Context: an optimization exercise on an open-source flow, tuned for small area, a short achievable clock period and few clock cycles. The choices shown serve that exercise and are no tape-out recipe.
Only simulation tests tie the RTL to the original design; equivalence was not proved.

## flow/design.v (module list and top-level ports; edited modules follow where they fit)
// module DnCNN: 456 lines
// module dn_quant: 53 lines
// module dn_pe21: 278 lines
// module dn_pe22: 278 lines
// module dn_pe23: 278 lines
// module dn_qmul: 696 lines
module DnCNN (
    input wire clk,
    input wire rst_n,
    input wire compute_start,
    output reg compute_finish,
    input wire [31:0] scale_C1,
    input wire [31:0] scale_C2,
    input wire [31:0] scale_C3,
    input wire [31:0] scale_C4,
    input wire [31:0] scale_C5,
    input wire [31:0] scale_C6,
    input wire [31:0] scale_C7,
    output wire [ 3:0] sram_weight_wea0,
    output reg [15:0] sram_weight_addr0,
    output wire [31:0] sram_weight_wdata0,
    input wire [31:0] sram_weight_rdata0,
    output wire [ 3:0] sram_weight_wea1,
    output reg [15:0] sram_weight_addr1,
    output wire [31:0] sram_weight_wdata1,
    input wire [31:0] sram_weight_rdata1,
    output reg [ 3:0] sram_act_wea0,
    output reg [15:0] sram_act_addr0,
    output reg [31:0] sram_act_wdata0,
    input wire [31:0] sram_act_rdata0,
    output reg [ 3:0] sram_act_wea1,
    output reg [15:0] sram_act_addr1,
    output reg [31:0] sram_act_wdata1,
    input wire [31:0] sram_act_rdata1
);
  // ...
==> flow/flow/run.sh <==
#!/bin/bash
# The standard layout with two changes:
#  - synthesis runs the standard flow's synthesis script with Yosys's early ABC pass off
#    (synth -noabc), so that the hand-built carry-save trees reach full-adder
#    extraction as written; the result is used only if its flip-flops (names
#    and cell types) are exactly those of the standard synthesis, else the
#    standard synthesis is used;
#  - timing repair is asked to leave extra setup slack.
set -uo pipefail
RES=orfs/results/sky130hd/DnCNN/base
bash standard.sh WORK_HOME="$PWD/ref" synth > synth_ref.log 2>&1 || exit 1
bash standard.sh SYNTH_SCRIPT="$PWD/flow/synth_noabc.tcl" synth > synth_own.log 2>&1 || exit 1
python3 flow/ffs.py ref/results/sky130hd/DnCNN/base/1_2_yosys.v > ffs_ref.txt
python3 flow/ffs.py $RES/1_2_yosys.v > ffs_own.txt
if cmp -s ffs_ref.txt ffs_own.txt && [ -s ffs_ref.txt ]; then
  echo "own synthesis: same flip-flops as the standard one, using it" > synth_choice.log
else
  echo "own synthesis: flip-flops differ, using the standard synthesis" > synth_choice.log
  diff ffs_ref.txt ffs_own.txt | head -50 >> synth_choice.log
  rm -rf orfs
  bash standard.sh synth > synth_std.log 2>&1 || exit 1
fi
bash standard.sh SETUP_SLACK_MARGIN=7.95 finish > layout.log 2>&1
==> flow/flow/ffs.py <==
# Lists the flip-flops (instance name, cell type without drive strength) of a netlist.
import re, sys
txt = open(sys.argv[1]).read()
ffs = set()
for m in re.finditer(r'\b(sky130_fd_sc_hd__\w+)\s+(\\\S+|\S+)\s*\(', txt):
    cell, name = m.group(1), m.group(2)
    base = re.sub(r'_\d+$', '', cell)
    if re.match(r'sky130_fd_sc_hd__(e?dfx|dfr|dfs|dfb|sdf|sedf|df)', base):
        ffs.add(f"{name} {base}")
print("\n".join(sorted(ffs)))
==> flow/flow/synth_noabc.tcl <==
proc synth {args} { yosys synth -nofsm -noshare -noabc {*}$args }
source $::env(SCRIPTS_DIR)/synth.tcl
# left out here: clear keep_hierarchy, flatten, clean up, hide names made inside functions, write 1_2_yosys.v
==> flow/standard.sh <==
#!/bin/bash
# synth_recipe.tcl (not shown) runs the flow's synth.tcl, then flattens the netlist and writes it again
# the make line also repeats each setting of config.mk as NAME=value (left out here)
make -C /OpenROAD-flow-scripts/flow DESIGN_CONFIG=/design/flow/config.mk WORK_HOME=/design/flow/orfs CLKGATE_MAP_FILE= SYNTH_SCRIPT=/design/flow/synth_recipe.tcl "${@:-finish}"
==> flow/config.mk <==
export PLATFORM = sky130hd
export DESIGN_NAME = DnCNN
export DESIGN_NICKNAME = DnCNN
export VERILOG_FILES = /design/flow/design.v
export SDC_FILE = /design/flow/constraint.sdc
export NUM_CORES = 8
export LEC_CHECK = 0
export CAP_MARGIN = 40
export CORE_MARGIN = 2
export CORE_UTILIZATION = 54
export CTS_CLUSTER_DIAMETER = 120
export CTS_CLUSTER_SIZE = 16
export SLEW_MARGIN = 40
==> flow/constraint.sdc <==
create_clock -name core_clock -period 12.0 [get_ports {clk}]
set_input_delay 2.4000 -clock core_clock [delete_from_list [all_inputs] [get_ports {clk}]]
set_output_delay 2.4000 -clock core_clock [all_outputs]
set_load 0.01 [all_outputs]
==> results.tsv, run 1 <==
stage	metric	value	unit
layout	fillers	63546	
cts	Hold Buf Count CTS	0	
floorplanning	Die Width	906	um
global_routing	initial antenna violation count	171	
cts	H-tree Lvls	6	
outcome	outcome	no timing/DRC/antenna violations	
layout	clock buffer count	699	
setup_path	R2R Path Start	cur_r[26]$_SDFF_PP0_	
timing	final hold vios	0	
yosys	adder-cell share of the synthesized area	28.4	%
flow_run	max-cap viol count	0	
timing	worst clock skew	93.6	ps
setup_path	CP Buf/Inv Count	2	
cts	postcts setup bufs	756	
setup_path	flop2flop setup slack	7850	ps
setup_path	CP startpoint	sram_act_addr0[1]$_DFFE_PP_	
setup_path	cell count along the critical path	2	
global_routing	Total GRT Usage	45.4	%
global_routing	global-route wire length before repair	2590000	um
yosys	Seq/Total Area, Yosys	37.9	%
layout	Layout Area Growth over Synthesis	15.4	%
layout	layout cell share with drive strength beyond 1	13.9	%
yosys	Primary FF master, synth	dfxtp_1	
drt	Via density	6.57	
Testbench counts, summed over its fixed seeds: cycles 410,888.
==> module DnCNN, before the edit <==
module DnCNN (
    input wire clk,
    input wire rst_n,
    input wire compute_start,
    output reg compute_finish,
    input wire [31:0] scale_C1,
    input wire [31:0] scale_C2,
    input wire [31:0] scale_C3,
    input wire [31:0] scale_C4,
    input wire [31:0] scale_C5,
    input wire [31:0] scale_C6,
    input wire [31:0] scale_C7,
    output wire [ 3:0] sram_weight_wea0,
    output reg [15:0] sram_weight_addr0,
    output wire [31:0] sram_weight_wdata0,
    input wire [31:0] sram_weight_rdata0,
    output wire [ 3:0] sram_weight_wea1,
    output reg [15:0] sram_weight_addr1,
    output wire [31:0] sram_weight_wdata1,
    input wire [31:0] sram_weight_rdata1,
    output reg [ 3:0] sram_act_wea0,
    output reg [15:0] sram_act_addr0,
    output reg [31:0] sram_act_wdata0,
    input wire [31:0] sram_act_rdata0,
    output reg [ 3:0] sram_act_wea1,
    output reg [15:0] sram_act_addr1,
    output reg [31:0] sram_act_wdata1,
    input wire [31:0] sram_act_rdata1
);
localparam ROT_IDLE = 2'd0, ROT_PASS = 2'd1, ROT_WRITE = 2'd2;
assign sram_weight_wdata0 = 32'd0;
assign sram_weight_wdata1 = 32'd0;
assign sram_weight_wea0 = 4'd0;
assign sram_weight_wea1 = 4'd0;
function [11:0] benc8;           
    input [7:0] w;
    integer i;
    reg b2, b1, b0;
    begin
        for (i = 0; i < 4; i = i + 1) begin
            b2 = w[2*i+1];
            b1 = w[2*i];
            b0 = (i == 0) ? 1'b0 : w[2*i-1];
            benc8[3*i]   = b2 & ~(b1 & b0);
            benc8[3*i+1] = b1 ^ b0;
            benc8[3*i+2] = (b2 & ~b1 & ~b0) | (~b2 & b1 & b0);
        end
    end
endfunction
function [7:0] negs;             
    input [11:0] e;
    negs = {1'b0, e[9], 1'b0, e[6], 1'b0, e[3], 1'b0, e[0]};
endfunction
reg        run;                  
reg        init_rot;             
reg [1:0]  phi;                  
reg [1:0]  cur_type;
reg [2:0]  p_lay;
reg [4:0]  p_s;
reg [3:0]  p_c;
reg [1:0]  p_k;                  
reg        p_flush, p_last, p_clr0, p_clr1;
reg [2:0]  n_lay;
reg [2:0]  n_g;
reg [4:0]  n_s;
reg [3:0]  n_c;
reg [1:0]  n_k;
reg        n_flush, n_done;
reg [1:0]  nx_type;              
reg [4:0]  since_last;           
reg        ft_valid, ft_short, ft_final;
reg [2:0]  ft_lay, ft_g;
reg [4:0]  ft_row;
reg [10:0] wmap;
wire [2:0] n_ng1  = (n_lay == 3'd6) ? 3'd0 : 3'd7;
wire       n_islast = n_flush || ((n_lay == 3'd0) ? n_k == 2'd3 : n_c == 4'd15);
wire       n_first = n_c == 4'd0 && n_k == 2'd0;
reg [1:0] decide;
always @* begin
    if (wmap[1]) decide = ROT_WRITE;
    else if (n_done || (n_islast && since_last < 5'd7)) decide = ROT_IDLE;
    else decide = ROT_PASS;
end
wire [2:0] prev_lay = (n_g != 3'd0) ? n_lay : n_lay - 3'd1;
wire [2:0] prev_g   = (n_g != 3'd0) ? n_g - 3'd1 : 3'd7;
wire       prev_ok  = (n_g != 3'd0) || (n_lay != 3'd0);
wire start_pass = run && phi == 2'd3 && nx_type == ROT_PASS;
wire fill_ok = n_flush || n_s != 5'd0 || prev_ok;      
always @(posedge clk or negedge rst_n) begin
    if (!rst_n) begin
        run <= 1'b0; init_rot <= 1'b0; phi <= 2'd0;
        cur_type <= ROT_IDLE; nx_type <= ROT_IDLE;
        p_lay <= 3'd0; p_s <= 5'd0; p_c <= 4'd0; p_k <= 2'd0;
        p_flush <= 1'b0; p_last <= 1'b0; p_clr0 <= 1'b0; p_clr1 <= 1'b0;
        n_lay <= 3'd0; n_g <= 3'd0; n_s <= 5'd0; n_c <= 4'd0; n_k <= 2'd0; n_flush <= 1'b0; n_done <= 1'b0;
        since_last <= 5'd31; wmap <= 11'd0;
        ft_valid <= 1'b0; ft_short <= 1'b0; ft_final <= 1'b0;
        ft_lay <= 3'd0; ft_g <= 3'd0; ft_row <= 5'd0;
    end else if (!run) begin
        phi <= 2'd0;
        cur_type <= ROT_IDLE; nx_type <= ROT_IDLE;
        if (compute_start) begin
            run <= 1'b1; init_rot <= 1'b1;
            n_lay <= 3'd0; n_g <= 3'd0; n_s <= 5'd0; n_c <= 4'd0; n_k <= 2'd0; n_flush <= 1'b0; n_done <= 1'b0;
            since_last <= 5'd31; wmap <= 11'd0;
            ft_short <= 1'b0;
        end
    end else begin
        phi <= phi + 2'd1;
        if (phi == 2'd2) nx_type <= decide;
        if (phi == 2'd3) begin
            init_rot <= 1'b0;
            cur_type <= nx_type;
            if (start_pass && n_islast) since_last <= 5'd0;
            else if (since_last != 5'd31) since_last <= since_last + 5'd1;
            wmap <= {1'b0, wmap[10:1]} | ((start_pass && n_islast && fill_ok) ? 11'b10001000000 : 11'd0);
            if (start_pass) begin
                p_lay <= n_lay; p_s <= n_s; p_c <= n_c; p_k <= n_k;
                p_flush <= n_flush; p_last <= n_islast;
                p_clr0 <= !n_flush && n_first;
                p_clr1 <= !n_flush && n_first && n_s == 5'd0;
                if (n_islast) begin
                    ft_final <= n_flush;
                    ft_short <= n_flush || (n_s != 5'd0 && n_lay == 3'd6);
                    ft_valid <= fill_ok;
                    if (n_flush) begin
                        ft_lay <= 3'd6; ft_g <= 3'd0; ft_row <= 5'd31;
                    end else if (n_s != 5'd0) begin
                        ft_lay <= n_lay; ft_g <= n_g; ft_row <= n_s - 5'd1;
                    end else begin
                        ft_lay <= prev_lay; ft_g <= prev_g; ft_row <= 5'd31;
                    end
                end
                if (n_flush) n_done <= 1'b1;
                else if (n_lay == 3'd0 && n_k != 2'd3) n_k <= n_k + 2'd1;
                else if (n_lay != 3'd0 && n_c != 4'd15) n_c <= n_c + 4'd1;
                else begin
                    n_c <= 4'd0; n_k <= 2'd0;
                    if (n_s != 5'd31) n_s <= n_s + 5'd1;
                    else begin
                        n_s <= 5'd0;
                        if (n_g != n_ng1) n_g <= n_g + 3'd1;
                        else begin
                            n_g <= 3'd0;
                            if (n_lay != 3'd6) n_lay <= n_lay + 3'd1;
                            else n_flush <= 1'b1;
                        end
                    end
                end
            end
        end
        if (compute_finish) run <= 1'b0;
    end
end
reg  [15:0] wbn;
wire [2:0]  n_lm1 = n_lay - 3'd1;
wire [15:0] wb_l = (n_lay == 3'd0) ? 16'd0 : 16'd48 + {6'd0, n_lm1, 8'd0} + {5'd0, n_lm1, 9'd0};
wire [15:0] wb_g = (n_lay == 3'd0) ? {10'd0, n_g, 1'b0} + {11'd0, n_g, 2'b0} : {7'd0, n_g, 5'd0} + {6'd0, n_g, 6'd0};
wire [15:0] wb_c = {12'd0, n_c} + {11'd0, n_c, 1'b0};
wire [15:0] wbn_off = (n_lay == 3'd0) ? 16'd3 : 16'd48;
always @(posedge clk) wbn <= wb_l + wb_g + wb_c;
wire fetch = run && (init_rot || cur_type == ROT_PASS);
reg [1:0] wcap;                  
reg       wcap_v;
reg [1:0] wreq;
reg       wreq_v;
always @(posedge clk or negedge rst_n) begin
    if (!rst_n) begin
        wreq_v <= 1'b0; wreq <= 2'd0; wcap_v <= 1'b0; wcap <= 2'd0;
    end else begin
        wreq_v <= 1'b0;
        if (fetch && phi == 2'd1) begin
            wreq_v <= 1'b1; wreq <= 2'd0;
        end else if (wreq_v && wreq != 2'd2) begin
            wreq_v <= 1'b1; wreq <= wreq + 2'd1;
        end
        wcap_v <= wreq_v; wcap <= wreq;
    end
end
always @(posedge clk) begin
    if (fetch && phi == 2'd1) begin
        sram_weight_addr0 <= wbn; sram_weight_addr1 <= wbn + wbn_off;
    end else if (wreq_v && wreq != 2'd2) begin
        sram_weight_addr0 <= sram_weight_addr0 + 16'd1; sram_weight_addr1 <= sram_weight_addr1 + 16'd1;
    end
end
reg [23:0] W00, W01, W02, W10, W11, W12;       
always @(posedge clk) begin
    if (wcap_v) begin
        case (wcap)
            2'd0: begin W00 <= sram_weight_rdata0[23:0]; W10 <= sram_weight_rdata1[23:0]; end
            2'd1: begin W01 <= sram_weight_rdata0[23:0]; W11 <= sram_weight_rdata1[23:0]; end
            default: begin W02 <= sram_weight_rdata0[23:0]; W12 <= sram_weight_rdata1[23:0]; end
        endcase
    end
end
function [23:0] wx;              
    input [23:0] w;
    input [1:0]  mode;           
    case (mode)
        2'd0: wx = w;
        2'd1: wx = ~w;
        default: wx = 24'h020202;
    endcase
endfunction
function [35:0] erow;
    input [23:0] w;
    erow = {benc8(w[23:16]), benc8(w[15:8]), benc8(w[7:0])};
endfunction
function [22:0] nnrow;
    input [35:0] e;
    reg [7:0] n;
    begin
        n = negs(e[11:0]) + negs(e[23:12]) + negs(e[35:24]);
        nnrow = {15'd0, n} - {7'd0, n, 8'd0};
    end
endfunction
wire [1:0] wmode = (p_k == 2'd0) ? 2'd0 : (p_k == 2'd3) ? 2'd2 : 2'd1;
wire [35:0] e00 = erow(wx(W00, wmode));
wire [35:0] e01 = erow(wx(W10, wmode));
wire [35:0] e10 = erow(wx(W01, wmode));
wire [35:0] e11 = erow(wx(W11, wmode));
wire [35:0] e20 = erow(wx(W02, wmode));
wire [35:0] e21 = erow(wx(W12, wmode));
wire [22:0] nn00 = nnrow(e00), nn01 = nnrow(e01), nn10 = nnrow(e10), nn11 = nnrow(e11), nn20 = nnrow(e20), nn21 = nnrow(e21);
reg [35:0] E00, E01, E10, E11, E20, E21;
reg [20:0] NN00, NN01;
reg [21:0] NN10, NN11;
reg [22:0] NN20, NN21;
always @(posedge clk) begin
    if (run && cur_type == ROT_PASS && phi == 2'd2) begin
        E00 <= e00; NN00 <= nn00[20:0];
        E01 <= e01; NN01 <= nn01[20:0];
        E10 <= e10; NN10 <= nn10[21:0];
        E11 <= e11; NN11 <= nn11[21:0];
        if (p_s == 5'd0) begin
            E20 <= 36'd0; NN20 <= 23'd0; E21 <= 36'd0; NN21 <= 23'd0;
        end else begin
            E20 <= e20; NN20 <= nn20;
            E21 <= e21; NN21 <= nn21;
        end
    end
end
reg        c0_v, c1_v, c2_v, c3_v, c4_v;
reg [1:0]  c0_j, c1_j, c2_j, c3_j, c4_j;
reg        c0_last, c1_last, c2_last, c3_last, c4_last;
reg        c0_clr0, c1_clr0, c2_clr0, c3_clr0, c4_clr0;
reg        c0_clr1, c1_clr1, c2_clr1, c3_clr1, c4_clr1;
reg        c0_hi, c1_hi, c2_hi;      
reg        wr_final;
wire [7:0] n_rdhi = (n_lay == 3'd0) ? 8'd0 : {1'b0, n_lay - 3'd1, 4'd0} + 8'd1 + {4'd0, n_c};
wire [7:0] p_rdhi = (p_lay == 3'd0) ? 8'd0 : {1'b0, p_lay - 3'd1, 4'd0} + 8'd1 + {4'd0, p_c};
wire [1:0] nt  = (phi == 2'd3) ? nx_type : cur_type;
wire [1:0] nj  = phi + 2'd1;
always @(posedge clk or negedge rst_n) begin
    if (!rst_n) begin
        sram_act_wea0 <= 4'd0; sram_act_wea1 <= 4'd0;
        c0_v <= 1'b0; c0_j <= 2'd0; c0_last <= 1'b0; c0_clr0 <= 1'b0; c0_clr1 <= 1'b0; c0_hi <= 1'b0;
        compute_finish <= 1'b0;
        wr_final <= 1'b0;
    end else begin
        sram_act_wea0 <= 4'd0; sram_act_wea1 <= 4'd0;
        c0_v <= 1'b0; c0_j <= nj; c0_last <= 1'b0; c0_clr0 <= 1'b0; c0_clr1 <= 1'b0; c0_hi <= 1'b0;
        compute_finish <= 1'b0;
        if (run && nt == ROT_PASS) begin
            if (phi == 2'd3) begin
                c0_v <= !n_flush; c0_last <= n_islast;
                c0_clr0 <= !n_flush && n_first;
                c0_clr1 <= !n_flush && n_first && n_s == 5'd0;
                c0_hi <= n_k != 2'd0;
            end else begin
                c0_v <= !p_flush; c0_last <= p_last; c0_clr0 <= p_clr0; c0_clr1 <= p_clr1;
                c0_hi <= p_k != 2'd0;
            end
        end
        if (q_word) begin
            sram_act_wea0 <= 4'hf; sram_act_wea1 <= q_short ? 4'h0 : 4'hf;
        end
        wr_final <= q_word && q_final && qt3 == 5'd31;
        compute_finish <= wr_final;
    end
end
always @(posedge clk) begin
    if (run && nt == ROT_PASS) begin
        if (phi == 2'd3) begin
            sram_act_addr0 <= {n_rdhi, n_s, 2'd0, 1'b0};
            sram_act_addr1 <= {n_rdhi, n_s, 2'd0, 1'b1};
        end else begin
            sram_act_addr0 <= {p_rdhi, p_s, nj, 1'b0};
            sram_act_addr1 <= {p_rdhi, p_s, nj, 1'b1};
        end
    end else if (q_word) begin
        sram_act_addr0 <= {q_hi, q_row, qt3[1:0], qt3[4]};
        sram_act_addr1 <= {q_hi + 8'd1, q_row, qt3[1:0], qt3[4]};
        sram_act_wdata0 <= {blkA[8*15+7:8*15], blkA[8*11+7:8*11], blkA[8*7+7:8*7], blkA[8*3+7:8*3]};
        sram_act_wdata1 <= {blkB[8*15+7:8*15], blkB[8*11+7:8*11], blkB[8*7+7:8*7], blkB[8*3+7:8*3]};
    end
end
always @(posedge clk) begin
    c1_v <= c0_v; c1_j <= c0_j; c1_last <= c0_last; c1_clr0 <= c0_clr0; c1_clr1 <= c0_clr1; c1_hi <= c0_hi;
    c2_v <= c1_v; c2_j <= c1_j; c2_last <= c1_last; c2_clr0 <= c1_clr0; c2_clr1 <= c1_clr1; c2_hi <= c1_hi;
    c3_v <= c2_v; c3_j <= c2_j; c3_last <= c2_last; c3_clr0 <= c2_clr0; c3_clr1 <= c2_clr1;
    c4_v <= c3_v; c4_j <= c3_j; c4_last <= c3_last; c4_clr0 <= c3_clr0; c4_clr1 <= c3_clr1;
end
function [6:0] ax;               
    input [7:0] b;
    input       hi;
    ax = hi ? {b[7], 6'd0} : b[6:0];
endfunction
reg [63:0] in_r;                 
reg [55:0] cur_r;                
reg [6:0]  lb_r, rb_r;           
wire [55:0] in_x;
genvar gb;
generate
    for (gb = 0; gb < 8; gb = gb + 1) begin : g_ax
        assign in_x[7*gb+6:7*gb] = ax(in_r[8*gb+7:8*gb], c2_hi);
    end
endgenerate
always @(posedge clk) begin
    in_r  <= {sram_act_rdata1, sram_act_rdata0};
    rb_r  <= (c1_v && c1_j != 2'd0) ? ax(sram_act_rdata0[7:0], c1_hi) : 7'd0;
    cur_r <= c2_v ? in_x : 56'd0;
    lb_r  <= (c2_v && c2_j != 2'd0) ? cur_r[55:49] : 7'd0;
end
wire [69:0] av = {rb_r, cur_r, lb_r};    
reg [20:0] ND00, ND01;
reg [21:0] ND10, ND11;
reg [22:0] ND20, ND21;
always @(posedge clk) begin
    ND00 <= NN00; ND01 <= NN01; ND10 <= NN10; ND11 <= NN11; ND20 <= NN20; ND21 <= NN21;
end
reg [335:0] r0s0, r0s1, r0s2;
reg [351:0] r1s0, r1s1, r1s2;
reg [367:0] r2s0, r2s1, r2s2;
reg [367:0] ds0, ds1, ds2, ds3;
wire [335:0] sum0;
wire [351:0] sum1, sum1x;
wire [367:0] sum2, sum2x;
genvar gf, gi;
generate
    for (gf = 0; gf < 2; gf = gf + 1) begin : g_fil
        for (gi = 0; gi < 8; gi = gi + 1) begin : g_col
            localparam integer V = 8 * gf + gi;
            wire [6:0] x0 = av[7*gi+6:7*gi], x1 = av[7*gi+13:7*gi+7], x2 = av[7*gi+20:7*gi+14];
            wire [20:0] ts0, tc0;
            wire [21:0] ts1, tc1;
            wire [22:0] ts2, tc2;
            reg  [20:0] s0, k0;
            reg  [21:0] s1, k1;
            reg  [22:0] s2, k2;
            dn_pe21 pe0 (.a0(x0), .a1(x1), .a2(x2),
                         .e0(gf ? E01[11:0] : E00[11:0]), .e1(gf ? E01[23:12] : E00[23:12]), .e2(gf ? E01[35:24] : E00[35:24]),
                         .acc(r0s2[21*V+20:21*V]), .s(ts0), .c(tc0));
            dn_pe22 pe1 (.a0(x0), .a1(x1), .a2(x2),
                         .e0(gf ? E11[11:0] : E10[11:0]), .e1(gf ? E11[23:12] : E10[23:12]), .e2(gf ? E11[35:24] : E10[35:24]),
                         .acc(r1s2[22*V+21:22*V]), .s(ts1), .c(tc1));
            dn_pe23 pe2 (.a0(x0), .a1(x1), .a2(x2),
                         .e0(gf ? E21[11:0] : E20[11:0]), .e1(gf ? E21[23:12] : E20[23:12]), .e2(gf ? E21[35:24] : E20[35:24]),
                         .acc(r2s2[23*V+22:23*V]), .s(ts2), .c(tc2));
            always @(posedge clk) begin
                s0 <= ts0; k0 <= tc0;
                s1 <= ts1; k1 <= tc1;
                s2 <= ts2; k2 <= tc2;
            end
            assign sum0[21*V+20:21*V] = s0 + k0 + (gf ? ND01 : ND00);
            assign sum1[22*V+21:22*V] = s1 + k1 + (gf ? ND11 : ND10);
            assign sum2[23*V+22:23*V] = s2 + k2 + (gf ? ND21 : ND20);
            assign sum1x[22*V+21:22*V] = {sum0[21*V+20], sum0[21*V+20:21*V]};
            assign sum2x[23*V+22:23*V] = {sum1[22*V+21], sum1[22*V+21:22*V]};
        end
    end
endgenerate
always @(posedge clk) begin
    r0s0 <= sum0;
    r1s0 <= c4_last ? sum1x : sum1;
    r2s0 <= c4_last ? sum2x : sum2;
    ds0  <= c4_last ? sum2 : ds3;
    r0s1 <= r0s0; r0s2 <= c2_clr0 ? 336'd0 : r0s1;
    r1s1 <= r1s0; r1s2 <= c2_clr1 ? 352'd0 : r1s1;
    r2s1 <= r2s0; r2s2 <= r2s1;
    ds1  <= ds0;  ds2  <= ds1;  ds3  <= ds2;
end
reg        dr_on;
reg [4:0]  dt;
reg        d_short, d_final, d_relu;
reg [2:0]  d_lay, d_g;
reg [4:0]  d_row;
reg [31:0] scale_q;
wire drain_start = c4_last && c4_j == 2'd3;
always @(posedge clk or negedge rst_n) begin
    if (!rst_n) begin
        dr_on <= 1'b0; dt <= 5'd0;
    end else begin
        if (drain_start && ft_valid && run) begin
            dr_on <= 1'b1; dt <= 5'd0;
        end else if (dr_on) begin
            dt <= dt + 5'd1;
            if (dt == 5'd31) dr_on <= 1'b0;
        end
    end
end
always @(posedge clk) begin
    if (drain_start) begin
        d_short <= ft_short; d_final <= ft_final; d_lay <= ft_lay; d_g <= ft_g; d_row <= ft_row;
        d_relu <= ft_lay != 3'd6;
        case (ft_lay)
            3'd0: scale_q <= scale_C1;
            3'd1: scale_q <= scale_C2;
            3'd2: scale_q <= scale_C3;
            3'd3: scale_q <= scale_C4;
            3'd4: scale_q <= scale_C5;
            3'd5: scale_q <= scale_C6;
            default: scale_q <= scale_C7;
        endcase
    end
end
reg        qv1, qv2, qv3;
reg [4:0]  qt1, qt2, qt3;
reg        qr2;
always @(posedge clk or negedge rst_n) begin
    if (!rst_n) begin
        qv1 <= 1'b0; qv2 <= 1'b0; qv3 <= 1'b0;
    end else begin
        qv1 <= dr_on; qv2 <= qv1; qv3 <= qv2;
    end
end
always @(posedge clk) begin
    qt1 <= dt; qt2 <= qt1; qt3 <= qt2;
    qr2 <= d_relu;
end
wire [7:0]   qbA, qbB;
wire [127:0] blkA, blkB;
dn_quant quA (.clk(clk), .x(ds3[183:0]), .sel(dt[4:2]), .scale(scale_q), .relu(qr2), .q(qbA));
dn_quant quB (.clk(clk), .x(ds3[367:184]), .sel(dt[4:2]), .scale(scale_q), .relu(qr2), .q(qbB));
reg [119:0] wsrA, wsrB;
assign blkA = {qbA, wsrA};
assign blkB = {qbB, wsrB};
always @(posedge clk) begin
    if (qv3) begin
        wsrA <= blkA[127:8];
        wsrB <= blkB[127:8];
    end
end
wire q_word = qv3 && qt3[3:2] == 2'd3;
reg [2:0] q_lay, q_g;
reg [4:0] q_row;
reg       q_final, q_short;
reg [7:0] q_hi;
always @(posedge clk) begin
    if (qv3 && qt3 == 5'd0) begin
        q_lay <= d_lay; q_g <= d_g; q_row <= d_row; q_final <= d_final; q_short <= d_short;
        q_hi <= {1'b0, d_lay, 4'd0} + 8'd1 + {4'd0, d_g, 1'b0};
    end
end
endmodule
==> run 2: changes to the inputs <==
--- a/flow/design.v
+++ b/flow/design.v
@@ -222,22 +222,18 @@
 wire [35:0] e11 = erow(wx(W11, wmode));
 wire [35:0] e20 = erow(wx(W02, wmode));
 wire [35:0] e21 = erow(wx(W12, wmode));
-wire [22:0] nn00 = nnrow(e00), nn01 = nnrow(e01), nn10 = nnrow(e10), nn11 = nnrow(e11), nn20 = nnrow(e20), nn21 = nnrow(e21);
 reg [35:0] E00, E01, E10, E11, E20, E21;
-reg [20:0] NN00, NN01;
-reg [21:0] NN10, NN11;
-reg [22:0] NN20, NN21;
 always @(posedge clk) begin
     if (run && cur_type == ROT_PASS && phi == 2'd2) begin
-        E00 <= e00; NN00 <= nn00[20:0];
-        E01 <= e01; NN01 <= nn01[20:0];
-        E10 <= e10; NN10 <= nn10[21:0];
-        E11 <= e11; NN11 <= nn11[21:0];
+        E00 <= e00; 
+        E01 <= e01; 
+        E10 <= e10; 
+        E11 <= e11; 
         if (p_s == 5'd0) begin
-            E20 <= 36'd0; NN20 <= 23'd0; E21 <= 36'd0; NN21 <= 23'd0;
+            E20 <= 36'd0; E21 <= 36'd0;
         end else begin
-            E20 <= e20; NN20 <= nn20;
-            E21 <= e21; NN21 <= nn21;
+            E20 <= e20; 
+            E21 <= e21; 
         end
     end
 end
@@ -292,9 +288,9 @@
     end else if (q_word) begin
         sram_act_addr0 <= {q_hi, q_row, qt3[1:0], qt3[4]};
         sram_act_addr1 <= {q_hi + 8'd1, q_row, qt3[1:0], qt3[4]};
-        sram_act_wdata0 <= {blkA[8*15+7:8*15], blkA[8*11+7:8*11], blkA[8*7+7:8*7], blkA[8*3+7:8*3]};
-        sram_act_wdata1 <= {blkB[8*15+7:8*15], blkB[8*11+7:8*11], blkB[8*7+7:8*7], blkB[8*3+7:8*3]};
     end
+    sram_act_wdata0 <= {blkA[8*15+7:8*15], blkA[8*11+7:8*11], blkA[8*7+7:8*7], blkA[8*3+7:8*3]};
+    sram_act_wdata1 <= {blkB[8*15+7:8*15], blkB[8*11+7:8*11], blkB[8*7+7:8*7], blkB[8*3+7:8*3]};
 end
 always @(posedge clk) begin
     c1_v <= c0_v; c1_j <= c0_j; c1_last <= c0_last; c1_clr0 <= c0_clr0; c1_clr1 <= c0_clr1; c1_hi <= c0_hi;
@@ -324,11 +320,12 @@
     lb_r  <= (c2_v && c2_j != 2'd0) ? cur_r[55:49] : 7'd0;
 end
 wire [69:0] av = {rb_r, cur_r, lb_r};    
+wire [22:0] nd00 = nnrow(E00), nd01 = nnrow(E01), nd10 = nnrow(E10), nd11 = nnrow(E11), nd20 = nnrow(E20), nd21 = nnrow(E21);
 reg [20:0] ND00, ND01;
 reg [21:0] ND10, ND11;
 reg [22:0] ND20, ND21;
 always @(posedge clk) begin
-    ND00 <= NN00; ND01 <= NN01; ND10 <= NN10; ND11 <= NN11; ND20 <= NN20; ND21 <= NN21;
+    ND00 <= nd00[20:0]; ND01 <= nd01[20:0]; ND10 <= nd10[21:0]; ND11 <= nd11[21:0]; ND20 <= nd20; ND21 <= nd21;
 end
 reg [335:0] r0s0, r0s1, r0s2;
 reg [351:0] r1s0, r1s1, r1s2;
--- a/flow/flow/run.sh
+++ b/flow/flow/run.sh
@@ -20,4 +20,4 @@
   rm -rf orfs
   bash standard.sh synth > synth_std.log 2>&1 || exit 1
 fi
-bash standard.sh SETUP_SLACK_MARGIN=7.95 finish > layout.log 2>&1
+bash standard.sh SETUP_SLACK_MARGIN=7.8 finish > layout.log 2>&1
--- a/flow/config.mk
+++ b/flow/config.mk
@@ -7,7 +7,7 @@
 export LEC_CHECK = 0
 export CAP_MARGIN = 40
 export CORE_MARGIN = 2
-export CORE_UTILIZATION = 54
+export CORE_UTILIZATION = 50
 export CTS_CLUSTER_DIAMETER = 120
 export CTS_CLUSTER_SIZE = 16
 export SLEW_MARGIN = 40
==> results.tsv, run 2 <==
stage	metric	value	unit	change
outcome	outcome	no timing/DRC/antenna violations		
floorplanning	Die H	938	um	
place	Inst Count DP	47193		
worst_hold_path	Hold Path Origin	ds2[302]$_DFF_P_		
cts	CTS buffer count	559		
place	I/O Buffers	475		
setup_path	Top delay family on crit path	compound AO/OA/AOI/OAI gates		
floorplanning	Die Width	938	um	+3.5%
timing	Slew Viols, Final	0		
floorplanning	Initial Utilization	50.1	%	
setup_path	R2R Path End	r1s0[261]$_DFF_P_		
drt	first-pass iteration count of the detailed router	9		
yosys	Synth Area in Compound Gates	10.9	%	
timing	TNS Setup	0	ps	
cts	root buf cell	clkbuf_16		
yosys	Post-synth ARST share	1.28	%	
yosys	most numerous cell in the Yosys netlist	dfxtp_1		
setup_path	CP Capture Type	flip-flop		
global_routing	met3 global-route usage	14.6	%	
setup_path	CP startpoint	ND01[1]$_DFF_P_		
yosys	synth cell count leaders	7,020 x dfxtp_1, 5,809 x xnor2_1, 5,047 x fa_1		
setup_path	CP max stage delay	510	ps	
yosys	Synth Register Bits	7788		
timing	Slew HR	29.0	%	
setup_path	Worst Path Arrival	5440	ps	
drt	Via density	6.38		-2.9%
yosys	yosys warns	2		
timing	Least-Margin Pin Slew	1060	ps	
global_routing	global-route wire length before repair	2500000	um	-3.5%
global_routing	number of global-route vias before repair	314348		
yosys	Post-synth EDFFs	668		
cts	CTS tree	done		
yosys	ranking of synthesized cells by area	dfxtp_1 32%, fa_1 23%, xnor2_1 12%, a22oi_1 6.8%, ha_1 5.5%		
layout	layout cell share with drive strength beyond 1	11.3	%	-2.6 points
yosys	adder-cell share of the synthesized area	28.6	%	+0.23 points
drt	Routed Antenna Nets	0		
timing	final hold vios	0		unchanged
setup_path	flop2flop setup slack	7640	ps	-210 ps
setup_path	cell count along the critical path	14		+12
setup_path	Critical Path, Cell by Cell	fa_1 > ha_4 > fa_2 > a21o_1 > a21oi_4 > nor2b_2 > o41a_1 > a41o_1 > o211ai_1 > buf_4 > o22ai_4 > o41a_1 > xor2_4 > a21o_1		
setup_path	crit-path max FO	4		
layout	layout net count	44363		
drt	routed vias	312809		
global_routing	grt ovf	0		
floorplanning	Die Area	880000	um2	
drt	residual DRC count	0		
setup_path	Critical Path End	r1s0[261]$_DFF_P_		
cts	Bufs on Longest Clock Path	4		
cts	worst-skew pair later-pin latency	1230	ps	
yosys	Post-Synth Simple-Gate Area	5.34	%	
flow_run	max-cap viol count	0		unchanged
layout	commonest non-fill, non-tap cell in the layout	dfxtp_1		
setup_path	worst r2r path cells	14		
yosys	Seq/Total Area, Yosys	37.4	%	-0.51 points
worst_hold_path	HP Class	flip-flop to flip-flop		
setup_path	CP max stage cell	fa_1		
yosys	Mapped Cells	37101		
setup_path	CP Buf/Inv Count	1		-1
global_routing	met1 GRT Util	51.1	%	
timing	Tcrit/Tclk final	36.4	%	
cts	Clock Pin Slew Worst Setup and Hold Paths	80	ps	
setup_path	WP data required	13080	ps	
place	DP HPWL	1130000	um	
setup_path	Crit Path Class	flip-flop to flip-flop		
yosys	Post-Synth XOR/XNOR Area	12.5	%	
layout	fillers	72512		+14%
yosys	Synth top area share	32.2	%	
timing	fin crit period	4360	ps	
cts	CTS sink count	7788		
floorplanning	num rows	343		
global_routing	busiest grt layer	met2		
cts	H-tree Lvls	6		unchanged
floorplanning	Core Region	871000	um2	
yosys	largest family of logic cells by synthesized area	adder cells		
global_routing	grt met2 use	55.8	%	
layout	commonest non-fill, non-tap cells in the layout	6,878 x dfxtp_1, 5,667 x xnor2_1, 4,996 x fa_1		
layout	final non-filler cell total	49034		
timing	Hold WS	291	ps	
timing	worst clock skew	83.8	ps	-9.76 ps
timing	setup violators final	0		
yosys	dominant cell type by area after synthesis	dfxtp_1		
floorplanning	# IOs	564		
yosys	mux contribution to synthesized area	2.29	%	
drt	DRT iter0 DRCs	43864		
global_routing	initial antenna violation count	105		-39%
setup_path	R2R Path Start	ND01[1]$_DFF_P_		
place	Placer Congestion	0.943		
drt	final wirelength	1870000	um	
setup_path	startpoint class of the critical path	flip-flop		
global_routing	Total GRT Usage	40.7	%	-4.7 points
timing	FMAX	229	MHz	
layout	Layout Area Growth over Synthesis	12.6	%	
global_routing	maximum number of pins on one net before global-route repair	140		
timing	RSZ-0062 raised after global routing	yes		
drt	Wirelength per Cell	38.1	um	
yosys	distinct cell type count after synthesis	105		
yosys	Post-Syn Area	436000	um2	
yosys	mean area per synthesized cell	11.8	um2	
yosys	Primary FF master, synth	dfxtp_1		
==> run 2: cell count changes after synthesis, moves of 50 or more <==
cell	previous run	this run
o21ai_1	28	79
mux2_2	481	560
o21ai_0	837	773
mux2i_1	311	261
dfxtp_1	6956	7020
a21oi_1	846	791
nand2_1	2181	2249
edfxtp_1	828	668
==> run 2: timing repair <==
item                       4_1_cts  5_1_grt
setup buffers                  400      317
resized for setup             1600      763
pin swaps                      179      288
cloned                          65       77
setup endpoints to repair     1876      845
hold buffers                     0        0
==> run 2: how the worst min path moves through the flow <==
stage	cells past startpoint	slack (ps)	endpoint
after global placement	0	310	r1s1[114]$_DFF_P_
after global routing	0	300	c4_j[1]$_DFF_P_
after detailed placement	0	310	ds3[2]$_DFF_P_
final	0	290	ds3[302]$_DFF_P_
after floorplan	0	310	c2_clr0$_DFF_P_
after CTS	0	290	c4_j[1]$_DFF_P_
==> run 2: cell type report <==
class	count	area (um2)	area share [%]
tap	11557	14500	2.94
clock inverter	57	1120	0.228
sequential	7788	164000	33.3
antenna	212	531	0.108
inverter	341	1290	0.262
timing repair buffer	2352	29600	6.03
clock buffer	711	14800	3.02
multi-input combinational	26016	266000	54.1
==> run 2: per-stage QoR <==
step	util (%)	worst slack [ps]	instance area [um2]
floorplan	-	7830	437000
global placement	52.0	6180	453000
detailed placement	52.3	6190	455000
CTS	55.4	7570	483000
global route	56.4	7610	491000
finish	56.4	7640	492000
==> run 2: cell families after synthesis <==
kind of cell    after synthesis
flops                      7788
other cells                   1
fa+ha+maj                  6950
simple gates               5092
compound gates             6789
mux                         870
buf+inv                    3368
xor+xnor                   6243
==> run 2: worst register-to-register path, cell delays in order (launching register included) <==
cell	delay, ps
dfxtp_4	380
fa_1	510
ha_4	200
fa_2	390
a21o_1	220
a21oi_4	230
nor2b_2	80
o41a_1	510
a41o_1	390
o211ai_1	230
buf_4	200
o22ai_4	90
o41a_1	410
xor2_4	210
a21o_1	170
==> run 2: routing by layer <==
metal / up-vias / share of wire, %
li1: 125038 / -
met1: 157512 / 36
met2: 24358 / 39
met3: 5859 / 14
met4: 42 / 11
met5: - / 0.027
Testbench counts of run 2, summed over its fixed seeds: cycles 410,888.
==> run 3: changes to the inputs <==
--- a/flow/flow/run.sh
+++ b/flow/flow/run.sh
@@ -20,4 +20,4 @@
   rm -rf orfs
   bash standard.sh synth > synth_std.log 2>&1 || exit 1
 fi
-bash standard.sh SETUP_SLACK_MARGIN=7.8 finish > layout.log 2>&1
+bash standard.sh SETUP_SLACK_MARGIN=7.95 finish > layout.log 2>&1
--- a/flow/config.mk
+++ b/flow/config.mk
@@ -7,7 +7,7 @@
 export LEC_CHECK = 0
 export CAP_MARGIN = 40
 export CORE_MARGIN = 2
-export CORE_UTILIZATION = 50
+export CORE_UTILIZATION = 54
 export CTS_CLUSTER_DIAMETER = 120
 export CTS_CLUSTER_SIZE = 16
 export SLEW_MARGIN = 40
==> results.tsv, run 3 <==
stage	metric	value	unit	change
outcome	outcome	no timing/DRC/antenna violations		
yosys	yosys warns	2		unchanged
cts	CTS buffer count	559		unchanged
setup_path	startpoint class of the critical path	flip-flop		
layout	commonest non-fill, non-tap cell in the layout	dfxtp_1		
layout	layout net count	44844		+1.1%
cts	H-tree Lvls	6		unchanged
layout	fillers	63129		-13%
setup_path	WP data required	9600	ps	-3480 ps
layout	layout cell share with drive strength beyond 1	14.0	%	+2.8 points
place	I/O Buffers	475		unchanged
setup_path	Top delay family on crit path	flip-flops		
floorplanning	Core Region	806000	um2	-7.4%
drt	DRT iter0 DRCs	46743		+6.6%
drt	routed vias	319001		+2.0%
setup_path	CP max stage cell	edfxtp_1		
worst_hold_path	HP Class	flip-flop to flip-flop		
place	DP HPWL	1130000	um	about the same
setup_path	critical path's most frequent cell	buf_6		
yosys	ranking of synthesized cells by area	dfxtp_1 32%, fa_1 23%, xnor2_1 12%, a22oi_1 6.8%, ha_1 5.5%		
global_routing	Total GRT Usage	44.7	%	+4.0 points
yosys	Mapped Cells	37101		unchanged
yosys	Primary FF master, synth	dfxtp_1		
layout	Storage cell area	164000	um2	about the same
drt	Wirelength per Cell	39.4	um	+3.2%
cts	worst-skew pair later-pin latency	1250	ps	+20 ps
cts	Bufs on Longest Clock Path	4		unchanged
global_routing	met1 GRT Util	54.8	%	+3.7 points
global_routing	number of global-route vias before repair	316649		+0.73%
setup_path	Critical Path, Cell by Cell	buf_6 > buf_6		
setup_path	Worst Path Arrival	1900	ps	-3540 ps
global_routing	grt ovf	0		unchanged
drt	final wirelength	1920000	um	+2.6%
floorplanning	Die Area	815000	um2	-7.4%
layout	Layout Area Growth over Synthesis	15.2	%	
timing	FMAX	232	MHz	+1.5%
timing	Slew HR	26.7	%	-2.4 points
timing	final hold vios	0		unchanged
floorplanning	# IOs	564		unchanged
yosys	dominant cell type by area after synthesis	dfxtp_1		
yosys	most numerous cell in the Yosys netlist	dfxtp_1		
setup_path	CP Buf/Inv Count	2		+1
drt	residual DRC count	0		unchanged
setup_path	CP Capture Type	output pin		
place	Placer Congestion	0.958		+1.6%
cts	Clock Pin Slew Worst Setup and Hold Paths	80	ps	about the same
yosys	Post-synth ARST share	1.28	%	unchanged
yosys	mean area per synthesized cell	11.8	um2	unchanged
setup_path	CP max stage delay	440	ps	-70 ps
yosys	Synth Register Bits	7788		unchanged
cts	CTS sink count	7788		unchanged
floorplanning	Initial Utilization	54.1	%	+4.0 points
floorplanning	Die Width	903	um	-3.8%
flow_run	max-cap viol count	0		unchanged
floorplanning	Die H	903	um	-3.8%
yosys	Synth top area share	32.2	%	unchanged
timing	Tcrit/Tclk final	35.8	%	-0.53 points
yosys	distinct cell type count after synthesis	105		unchanged
yosys	Post-Syn Area	436000	um2	unchanged
setup_path	Crit Path Class	flip-flop to output pin		
timing	Hold WS	269	ps	-22.6 ps
global_routing	maximum number of pins on one net before global-route repair	115		-18%
drt	Routed Antenna Nets	0		unchanged
global_routing	met3 global-route usage	17.2	%	+2.6 points
global_routing	grt met2 use	59.9	%	+4.1 points
yosys	synth cell count leaders	7,020 x dfxtp_1, 5,809 x xnor2_1, 5,047 x fa_1		
cts	CTS tree	done		
setup_path	crit-path max FO	2		-2
timing	Least-Margin Pin Slew	1100	ps	+35.4 ps
yosys	Post-synth EDFFs	668		unchanged
timing	fin crit period	4300	ps	-63.1 ps
layout	final core occ	62.4	%	+5.9 points
timing	worst clock skew	86.5	ps	+2.65 ps
drt	Via density	6.54		+2.6%
global_routing	busiest grt layer	met2		
cts	root buf cell	clkbuf_16		
timing	RSZ-0062 raised after global routing	yes		
timing	Slew Viols, Final	0		unchanged
yosys	Seq/Total Area, Yosys	37.4	%	unchanged
layout	commonest non-fill, non-tap cells in the layout	6,813 x dfxtp_1, 5,598 x xnor2_1, 4,805 x fa_1		
global_routing	global-route wire length before repair	2540000	um	+1.5%
layout	multi-input logic area	269000	um2	+1.2%
global_routing	initial antenna violation count	140		+33%
drt	first-pass iteration count of the detailed router	13		+4
timing	setup violators final	0		unchanged
setup_path	flop2flop setup slack	7770	ps	+130 ps
timing	TNS Setup	0	ps	unchanged
floorplanning	num rows	330		-3.8%
==> run 3: cell count changes in the layout (fill, tap and decap cells not counted), sizes merged <==
cell,before,now
diode,212,250
clkinv,34,35
bufbuf,60,112
clkdlybuf4s15,46,0
clkinvlp,0,1
clkbuf,811,807
inv,363,365
dlygate4sd2,9,0
buf,1808,2265
clkdlybuf4s50,329,328
==> run 3: worst paths after layout <==
check / start / cells past startpoint / endpoint
max in group asynchronous: rst_n / 2 / dt[3]$_DFFE_PN0P_
worst min-delay path: r2s1[50]$_DFF_P_ / 0 / r2s2[50]$_DFF_P_
worst min register to register: r2s1[50]$_DFF_P_ / 0 / r2s2[50]$_DFF_P_
worst max-delay path: sram_act_addr0[2]$_DFFE_PP_ / 2 / sram_act_addr0[2]
worst max register to register: ND10[1]$_DFF_P_ / 15 / r2s0[183]$_DFF_P_
min in group asynchronous: rst_n / 1 / ft_row[0]$_DFFE_PN0P_
==> run 3: logic make-up after synthesis <==
group,synth area share [%]
adders and majority gates,28.6
buffers and inverters,2.97
DFF,37.4
xor gates and xnor gates,12.5
other,0.000859
and+or+nand+nor,5.34
muxes,2.29
AOI/OAI and AO/OA,10.9
==> run 3: cell type report <==
cell class	count	share of cell area, %
tap	10790	2.68
inverter	341	0.257
timing repair buffer	2833	7.72
clock inverter	61	0.236
multi-input combinational	26016	53.5
sequential	7788	32.5
clock buffer	679	2.89
antenna	250	0.124
==> run 3: metrics by stage <==
step / setup WS [ps] / cell area (um2) / cells
after floorplan: 7960 / 437000 / 37172
after global placement: 5880 / 452000 / 46378
after detailed placement: 6370 / 454000 / 46416
after CTS: 7650 / 489000 / 47930
after global routing: 7650 / 503000 / 48642
final: 7700 / 503000 / 48758
==> run 3: routing by layer <==
| layer | routed length (um) | share of wire, % |
|---|---|---|
| met3 | 274000 | 14 |
| met4 | 244000 | 13 |
| met5 | 1690 | 0.088 |
| met1 | 660000 | 34 |
| met2 | 738000 | 38 |
==> run 3: repair_timing <==
item	4_1_cts	5_1_grt
gates resized for setup	2498	1323
hold endpoints to repair	0	0
buffers inserted	644	463
hold buffers	0	0
cloned	130	112
pin swaps	423	732
endpoints found under the setup margin	2062	1039

[port drivers added, routing unchanged]
The flow's constraints put no driver on any port. The routed layouts listed below were extracted and timed again, unchanged, in two steps. Step 1 assumes that a clkbuf_16 drives the clock port and a buf_2 every other input. Step 2 times the ports against the registers' clock, not the clock port: input delays grow and output delays shrink by t, the midpoint of the rising clock arrivals with the driver on. Slacks: no drivers / after step 1 / after step 2; pairs: no drivers / after step 1.
run	t, ns	setup WS [ns]	hold slack, ns
run 1	1.364	7.649 / 7.483 / 7.332	0.280 / 0.280 / 0.280
run 2	1.355	7.636 / 7.472 / 7.181	0.291 / 0.291 / 0.291
run 3	1.362	7.699 / 7.546 / 7.366	0.269 / 0.269 / 0.269
After both steps every run listed still meets setup and hold. The setup slack of run 2, which loses most, moves by -0.164 ns with the drivers and by -0.455 ns with both steps.
